Source: an optimization exercise on an open RTL-to-GDS flow (aim: small area). Production flows keep margins and buffers that such runs may drop.
The RTL was checked by simulation tests, not by an equivalence proof against the original design.

==> run a: inputs <==
Design sap1_top, start of the top module:
module sap1_top (
    input  wire        clk,
    input  wire        btnC,
    input  wire        btnR,
    input  wire        btnL,
    input  wire [15:0] sw,
    output wire        sclk,
    output wire        mosi,
    output wire        cs_n,
    output wire [6:0]  seg,
    output wire [3:0]  an,
    output wire [15:0] led
);
  localparam [2:0] IDLE = 3'd0, SELECT_PROG = 3'd1, INPUT_A = 3'd2, INPUT_B = 3'd3,
                   WRITE_RAM = 3'd4, EXECUTE = 3'd5, WRITE_WAIT = 3'd6;
  reg [3:0] rcnt;
  always @(posedge clk)
    if (btnC) rcnt <= 4'b0111;
    else rcnt <= {rcnt[2:0], rcnt[3] & rcnt[2]};
  wire rst = (rcnt != 4'd0);
  reg [5:0] q;
  reg       run;
  always @(posedge clk)
    if (rst) begin
      q   <= 6'd15;
      run <= 1'b0;
    end else begin
      q <= q + 6'd1;
      if (q[4:0] == 5'd14) run <= 1'b1;
    end
  wire       halt;
  wire       tick     = run & ~halt;
  wire       pe       = tick & (q[4:0] == 5'd15);
  wire       ne       = tick & (q[4:0] == 5'd31);
  wire       spi_evt  = tick & (q[4:0] == 5'd20);
  wire       sap1_clk = tick & (q[4] ^ (q[3:0] == 4'd15));
  localparam [15:0] BT_FB = 16'd61583;
  reg       rl, ll;
  reg [3:0] rr, lr;
  reg       rs, ls, rf, lf, rlat, llat;
  reg [1:0] rsy, lsy;
  always @(posedge clk)
    if (rst) begin
  ...
Settings: LEC_CHECK=0, CAP_MARGIN=20, CORE_MARGIN=2, CORE_UTILIZATION=40, CTS_BUF_LIST=sky130_fd_sc_hd__clkbuf_8, CTS_CLUSTER_DIAMETER=60, CTS_CLUSTER_SIZE=12, SLEW_MARGIN=20; clock period 15.0 ns.
standard.sh (not shown) runs the stock make flow with config.mk's settings and CLKGATE_MAP_FILE= SYNTH_SCRIPT=/design/flow/synth_recipe.tcl, a recipe that flattens the netlist after the stock synthesis.
==> flow/flow/run.sh <==
#!/bin/bash
# Standard layout with these changes: synthesis maps the logic with an
# area-oriented abc script (flow/area.abc) and without the adder-cell step
# (registers are untouched), the ports are buffered with the smallest
# buffer, and the clock tree is built from mid-size buffers without dummy
# loads.
set -euo pipefail
export MY_ABC_SCRIPT="$PWD/flow/area.abc"
bash standard.sh SYNTH_SCRIPT="$PWD/flow/synth.tcl" ADDER_MAP_FILE= \
  BUFFER_PORTS_ARGS="-buffer_cell sky130_fd_sc_hd__buf_1" \
  CTS_ARGS="-sink_clustering_enable -repair_clock_nets -buf_list sky130_fd_sc_hd__clkbuf_8 -sink_clustering_size 12 -sink_clustering_max_diameter 60 -dont_use_dummy_load" \
  finish > make_flow.log 2>&1
==> flow/flow/area.abc <==
&get -n
&st
&syn2
&dch -f
&put
amap
strash
&get -n
&st
&syn2
&dch -f
&put
amap
topo
dnsize -c
==> flow/flow/synth.tcl <==
proc synth {args} { yosys synth -nofsm -noshare {*}$args }
proc abc {args} {
  if {[info exists ::env(MY_ABC_SCRIPT)]} {
    set i [lsearch -exact $args -script]
    if {$i >= 0} { lset args [expr {$i + 1}] $::env(MY_ABC_SCRIPT) }
  }
  yosys abc {*}$args
}
source $::env(SCRIPTS_DIR)/synth.tcl
# left out here: clear keep_hierarchy, flatten, clean up, hide names made inside functions, write 1_2_yosys.v
==> run b: changes against run a <==
--- a/flow/design.v
+++ b/flow/design.v
@@ -83,23 +83,24 @@
           end
         assign sst[gi] = st;
       end else begin : g_unused
         assign sst[gi] = 1'b0;
       end
     end
   endgenerate
   reg [2:0] ist;
+  reg [2:0] wc;
   reg       wen;
   reg       psng;
   reg [3:0] song;    
-  reg [7:0] inA;
+  reg [7:0] inA, inB, m15;
   wire      ex = (ist == EXECUTE);
   wire      snap_ld;
-  wire      wr_last;
+  wire      wr_last = (wc == (psng ? 3'd2 : 3'd7));
   always @(posedge clk)
     if (rst) begin
       ist <= IDLE;
       wen <= 1'b0;
     end else if (pe) begin
       case (ist)
         IDLE: if (bR) ist <= SELECT_PROG;
         SELECT_PROG: begin
@@ -145,31 +146,34 @@
         end
         default: begin
           ist <= IDLE;
           wen <= 1'b0;
         end
       endcase
     end
   always @(posedge clk)
-    if (cv) inA <= {cv_t[2:0], cv_u[3], cv_u[2:0], cv_b};
-    else if (pe) begin
-      if (ist == INPUT_A && bR) inA <= sst[7:0];
-      if ((ist == SELECT_PROG && bR && sst[13]) || (ist == INPUT_B && bR)) inA[2:0] <= 3'd0;
-      if (ist == WRITE_RAM) inA[2:0] <= inA[2:0] + 3'd1;
+    if (cv) begin
+      inB      <= {cv_t[2:0], cv_u[3], cv_u[2:0], cv_b};
+      m15[2:0] <= {cv_h[1:0], cv_t[3]};
+    end else if (pe && ist == INPUT_B && bR && !bL) begin
+      inB <= sst[7:0];
+      m15 <= inA;
     end
-  assign wr_last = (inA[2:0] == (psng ? 3'd2 : 3'd7));
   always @(posedge clk)
-    if (cv) song[2:0] <= {cv_h[1:0], cv_t[3]};
-    else if (pe) begin
+    if (pe && ist == INPUT_A && bR) inA <= sst[7:0];
+  always @(posedge clk)
+    if (pe) begin
       if (ist == SELECT_PROG && bR) begin
         psng <= sst[13];
         if (sst[13]) song <= sst[5:2];
         else song[0] <= (sst[15:14] == 2'b10);
       end
+      if (ist == WRITE_RAM) wc <= wc + 3'd1;
+      else if (ist != WRITE_WAIT) wc <= 3'd0;
     end
   reg [2:0] cst;    
   reg [2:0] pc;
   reg       irk;
   reg [3:0] irn;
   wire [1:0] opc = irk ? 2'b11 : irn[1:0];                  
   wire [3:0] opr = irk ? irn : {irn[3], irn[3], irn[3], irn[2]};   
   reg [7:0] ra, rb;
@@ -209,96 +213,79 @@
   wire       alu_s = alu_w & (cst == 3'd5) & op_as;
   always @(posedge clk)
     if (pe && cst == 3'd5) cy <= op_sub;
     else if (alu_w && cst == 3'd4) cy <= lt_i;
     else if (alu_s) cy <= c_o;
   wire       pre_halt = ex & (cst == 3'd2) & op_hlt;
   wire       cv  = pre_halt & q[4] & (~q[3] | (q[2:0] == 3'd0));
   wire       cv0 = (q[3:0] == 4'd0);
-  wire [3:0] cv_u = cv0 ? 4'd0 : add3(inA[3:0]);
-  wire [3:0] cv_t = cv0 ? 4'd0 : add3(inA[7:4]);
-  wire [2:0] cv_h = cv0 ? 3'd0 : song[2:0];
+  wire [3:0] cv_u = cv0 ? 4'd0 : add3(inB[3:0]);
+  wire [3:0] cv_t = cv0 ? 4'd0 : add3(inB[7:4]);
+  wire [2:0] cv_h = cv0 ? 3'd0 : m15[2:0];
   wire [7:0] acc_r = {acc[1], acc[2], acc[3], acc[4], acc[5], acc[6], acc[7], acc[8]};
   wire       cv_b = q[3] ? acc[0] : acc_r[q[2:0]];
   always @(posedge clk)
     if (rst) cst <= 3'd0;
     else if (ne && ex) cst <= (cst == 3'd5) ? 3'd0 : cst + 3'd1;
   always @(posedge clk)
     if (rst) begin
-      pc <= 3'd0; irk <= 1'b0; irn <= 4'd0;
+      pc <= 3'd0; irk <= 1'b0; irn <= 4'd0; ra <= 8'd0; rb <= 8'd0;
       acc <= 9'd0; udf <= 1'b0;
     end else if (pe && ex) begin
       case (cst)
         3'd1: pc <= pc + 3'd1;
         3'd2: begin
           irk <= ins[4];
           irn <= ins[3:0];
         end
+        3'd4: begin
+          if (op_lda) ra <= m15;
+          if (op_as) rb <= inB;
+        end
         3'd5: if (op_as) udf <= op_sub & cy;
         default: ;
       endcase
     end else if (alu_s) begin
       acc[q[2:0]] <= s_i;
       if (q[2:0] == 3'd7) acc[8] <= ~op_sub & c_o;
     end
-  wire a_pend = (pc == 3'd0) |
-                ((pc == 3'd1) & ((cst == 3'd1) | (((cst == 3'd2) | (cst == 3'd3)) & op_lda)));
-  wire b_pend = (pc[2:1] == 2'd0) |
-                ((pc == 3'd2) & ((cst == 3'd1) | (((cst == 3'd2) | (cst == 3'd3)) & op_as)));
-  wire commit_ab = pe & (ist == INPUT_B) & bR & ~bL;
-  wire fetch_w = pe & ex & (cst == 3'd2);
-  always @(posedge clk)
-    if (commit_ab && a_pend) ra <= inA;
-    else if (fetch_w && pc == 3'd1 && psng) ra <= 8'd0;
-  always @(posedge clk)
-    if (commit_ab && b_pend) rb <= sst[7:0];
-    else if (fetch_w && pc == 3'd2 && psng) rb <= 8'd0;
   reg [5:0]  bc;     
   reg        sck;
   reg [10:0] snap;
-  wire [2:0] s_pc  = snap[9:7];
-  wire [2:0] s_cst = snap[2:0];
-  wire       s_a   = (s_pc >= 3'd2) | ((s_pc == 3'd1) & ((s_cst == 3'd0) | (s_cst >= 3'd4)));
-  wire       s_b   = (s_pc >= 3'd3) | ((s_pc == 3'd2) & ((s_cst == 3'd0) | (s_cst >= 3'd4)));
-  wire       s_c   = (s_pc >= 3'd3) | ((s_pc == 3'd2) & ((s_cst == 3'd0) | (s_cst == 3'd5)));
+  reg        fa, fb, fc;
   wire       sending = ~&bc;
   assign snap_ld = ~sending & (q[4:2] == 3'b110);
-  wire [39:0] word = {ra & {8{s_a}}, rb & {8{s_b}}, acc[7:0] & {8{s_c}},
-                      snap[10], 1'b0, udf & s_c, 1'b0,
+  wire [39:0] word = {ra & {8{fa}}, rb & {8{fb}}, acc[7:0] & {8{fc}},
+                      snap[10], 1'b0, udf & fc, 1'b0,
                       1'b0, snap[9:7], 1'b0, snap[6:0]};
   always @(posedge clk)
     if (snap_ld)
       snap <= {sng_en, pc, opr, cst};
   always @(posedge clk)
+    if (snap_ld) begin
+      fa <= |ra;
+      fb <= |rb;
+      fc <= |acc;
+    end
+  always @(posedge clk)
     if (rst) begin
       bc   <= 6'd63;
       sck  <= 1'b0;
     end else begin
       if (!sending) begin
         if (spi_evt && ex) bc <= 6'd40;
       end else if (!q[0]) begin
         sck <= ~sck;
         if (!sck) bc <= bc - 6'd1;
       end
     end
   assign sclk = sck;
   assign cs_n = ~sending;
-  reg mo;
-  always @(*) begin
-    case (bc[5:3])
-      3'd4: mo = s_a & ra[bc[2:0]];
-      3'd3: mo = s_b & rb[bc[2:0]];
-      3'd2: mo = s_c & acc[bc[2:0]];
-      3'd1: mo = word[{3'd1, bc[2:0]}];
-      3'd0: mo = word[{3'd0, bc[2:0]}];
-      default: mo = 1'b0;
-    endcase
-  end
-  assign mosi = mo;
+  assign mosi = (bc < 6'd40) ? word[bc] : 1'b0;
   localparam [6:0] SEG_I = 7'b0110000, SEG_D = 7'b1011110, SEG_L = 7'b0111000,
                    SEG_E = 7'b1111001, SEG_S = 7'b1101101, SEG_A = 7'b1110111,
                    SEG_B = 7'b1111100, SEG_X = 7'b1110110, SEG_C = 7'b0111001,
                    SEG_MINUS = 7'b1000000, SEG_OFF = 7'b0000000;
   function [6:0] seg7;
     input [3:0] d;
     begin
       case (d)
@@ -323,17 +310,17 @@
         4'd6: add3 = 4'd9;
         4'd7: add3 = 4'd10;
         4'd8: add3 = 4'd11;
         4'd9: add3 = 4'd12;
         default: add3 = d;
       endcase
     end
   endfunction
-  wire [10:0] bcd = {song[2:0], inA};
+  wire [10:0] bcd = {m15[2:0], inB};
   wire        ge100 = (bcd[10:8] != 3'd0);
   wire        ge10  = ge100 | (bcd[7:4] != 4'd0);
   reg  [1:0] dsp;
   reg  [2:0] mode;
   always @(posedge clk) begin
     dsp  <= q[5:4];
     mode <= rst ? 3'd4 : halt ? 3'd7 : ist;
   end
==> flow/flow/area.abc (replaced) <==
&get -n
&st
&syn3
&dch -f
&put
amap
topo
dnsize -c
==> run c: changes against run a <==
--- a/flow/design.v
+++ b/flow/design.v
@@ -144,33 +144,16 @@
           end
         end
         default: begin
           ist <= IDLE;
           wen <= 1'b0;
         end
       endcase
     end
-  always @(posedge clk)
-    if (cv) inA <= {cv_t[2:0], cv_u[3], cv_u[2:0], cv_b};
-    else if (pe) begin
-      if (ist == INPUT_A && bR) inA <= sst[7:0];
-      if ((ist == SELECT_PROG && bR && sst[13]) || (ist == INPUT_B && bR)) inA[2:0] <= 3'd0;
-      if (ist == WRITE_RAM) inA[2:0] <= inA[2:0] + 3'd1;
-    end
-  assign wr_last = (inA[2:0] == (psng ? 3'd2 : 3'd7));
-  always @(posedge clk)
-    if (cv) song[2:0] <= {cv_h[1:0], cv_t[3]};
-    else if (pe) begin
-      if (ist == SELECT_PROG && bR) begin
-        psng <= sst[13];
-        if (sst[13]) song <= sst[5:2];
-        else song[0] <= (sst[15:14] == 2'b10);
-      end
-    end
   reg [2:0] cst;    
   reg [2:0] pc;
   reg       irk;
   reg [3:0] irn;
   wire [1:0] opc = irk ? 2'b11 : irn[1:0];                  
   wire [3:0] opr = irk ? irn : {irn[3], irn[3], irn[3], irn[2]};   
   reg [7:0] ra, rb;
   reg [8:0] acc;
@@ -215,16 +198,33 @@
   wire       cv  = pre_halt & q[4] & (~q[3] | (q[2:0] == 3'd0));
   wire       cv0 = (q[3:0] == 4'd0);
   wire [3:0] cv_u = cv0 ? 4'd0 : add3(inA[3:0]);
   wire [3:0] cv_t = cv0 ? 4'd0 : add3(inA[7:4]);
   wire [2:0] cv_h = cv0 ? 3'd0 : song[2:0];
   wire [7:0] acc_r = {acc[1], acc[2], acc[3], acc[4], acc[5], acc[6], acc[7], acc[8]};
   wire       cv_b = q[3] ? acc[0] : acc_r[q[2:0]];
   always @(posedge clk)
+    if (cv) inA <= {cv_t[2:0], cv_u[3], cv_u[2:0], cv_b};
+    else if (pe) begin
+      if (ist == INPUT_A && bR) inA <= sst[7:0];
+      if ((ist == SELECT_PROG && bR && sst[13]) || (ist == INPUT_B && bR)) inA[2:0] <= 3'd0;
+      if (ist == WRITE_RAM) inA[2:0] <= inA[2:0] + 3'd1;
+    end
+  assign wr_last = (inA[2:0] == (psng ? 3'd2 : 3'd7));
+  always @(posedge clk)
+    if (cv) song[2:0] <= {cv_h[1:0], cv_t[3]};
+    else if (pe) begin
+      if (ist == SELECT_PROG && bR) begin
+        psng <= sst[13];
+        if (sst[13]) song <= sst[5:2];
+        else song[0] <= (sst[15:14] == 2'b10);
+      end
+    end
+  always @(posedge clk)
     if (rst) cst <= 3'd0;
     else if (ne && ex) cst <= (cst == 3'd5) ? 3'd0 : cst + 3'd1;
   always @(posedge clk)
     if (rst) begin
       pc <= 3'd0; irk <= 1'b0; irn <= 4'd0;
       acc <= 9'd0; udf <= 1'b0;
     end else if (pe && ex) begin
       case (cst)
@@ -246,17 +246,16 @@
                 ((pc == 3'd2) & ((cst == 3'd1) | (((cst == 3'd2) | (cst == 3'd3)) & op_as)));
   wire commit_ab = pe & (ist == INPUT_B) & bR & ~bL;
   wire fetch_w = pe & ex & (cst == 3'd2);
   always @(posedge clk)
     if (commit_ab && a_pend) ra <= inA;
     else if (fetch_w && pc == 3'd1 && psng) ra <= 8'd0;
   always @(posedge clk)
     if (commit_ab && b_pend) rb <= sst[7:0];
-    else if (fetch_w && pc == 3'd2 && psng) rb <= 8'd0;
   reg [5:0]  bc;     
   reg        sck;
   reg [10:0] snap;
   wire [2:0] s_pc  = snap[9:7];
   wire [2:0] s_cst = snap[2:0];
   wire       s_a   = (s_pc >= 3'd2) | ((s_pc == 3'd1) & ((s_cst == 3'd0) | (s_cst >= 3'd4)));
   wire       s_b   = (s_pc >= 3'd3) | ((s_pc == 3'd2) & ((s_cst == 3'd0) | (s_cst >= 3'd4)));
   wire       s_c   = (s_pc >= 3'd3) | ((s_pc == 3'd2) & ((s_cst == 3'd0) | (s_cst == 3'd5)));
==> flow/flow/area.abc (replaced) <==
&get -n
&st
&syn3
&dch -f
&put
amap
topo
dnsize -c
CORE_UTILIZATION = 65   (was 40)
GPL_ROUTABILITY_DRIVEN = 0   (was default)
GPL_TIMING_DRIVEN = 0   (was default)
PLACE_DENSITY = 0.75   (was default)
==> results.cfg <==
[finish]
nClkBuffers = 22
num-nonclk-buffers = 47

[critical_path]
crit_path_max_fanout = 8
crit_family = simple AND/OR/NAND/NOR gates

[timing]
timing.final.crit_share = 0.4289

[run_status]
status = complete, no violations

[routing]
drt_iter0_markers = 434

[power]
power_frac_clock = 0.350

[grt]
met1_usage = 0.2430

[placed_design]
gp_congestion = 0.8855
[end of results for run b]
==> results.cfg <==
[run_status]
status = complete, no violations

[timing]
timing.final.crit_share = 0.4241

[power]
power_frac_clock = 0.328
power.density_nw_per_um2 = 87.67

[routing]
drt_iter0_markers = 447
top_layer_used = met4

[finish]
nClkBuffers = 17

[placed_design]
gp_congestion = 0.8633

[critical_path]
crit_family = buffers and inverters
crit_path_max_fanout = 13

[grt]
met1_usage = 0.2339
[end of results for run a]
==> results.cfg <==
[critical_path]
crit_path_max_fanout = 12
crit_family = compound AO/OA/AOI/OAI gates

[routing]
drt_iter0_markers = 728

[clock_network]
clock_path_buffers = 2

[timing]
timing.final.crit_share = 0.4363

[run_status]
status = complete, no violations

[finish]
num-nonclk-buffers = 65
regMostFlops = g_sw.g_used.c
nClkBuffers = 17

[power]
power_frac_clock = 0.322
[end of results for run c]

[port drivers added, routing unchanged]
In the flow no input, the clock included, has a driving cell. The finished layouts below were timed again as built, in two steps. Step 1, drivers: a clkbuf_16 drives clk and a buf_2 each remaining input, both assumed. Step 2 times the ports against the registers' clock, not the clock port: input delays grow and output delays shrink by t, the midpoint of the rising clock arrivals with the driver on. a / b / c = no drivers / after step 1 / after step 2; a / b = the first two.
run	t (ns)	setup slack, ns	worst hold slack (ns)	pins driven straight from the clock port
run a	0.490	8.638 / 8.599 / 9.089	0.385 / 0.385 / 0.385	1
run b	0.542	8.567 / 8.529 / 9.072	0.376 / 0.376 / 0.376	1
run c	0.486	8.455 / 8.416 / 8.902	0.373 / 0.373 / 0.373	1
After both steps setup and hold are still met in every run listed.
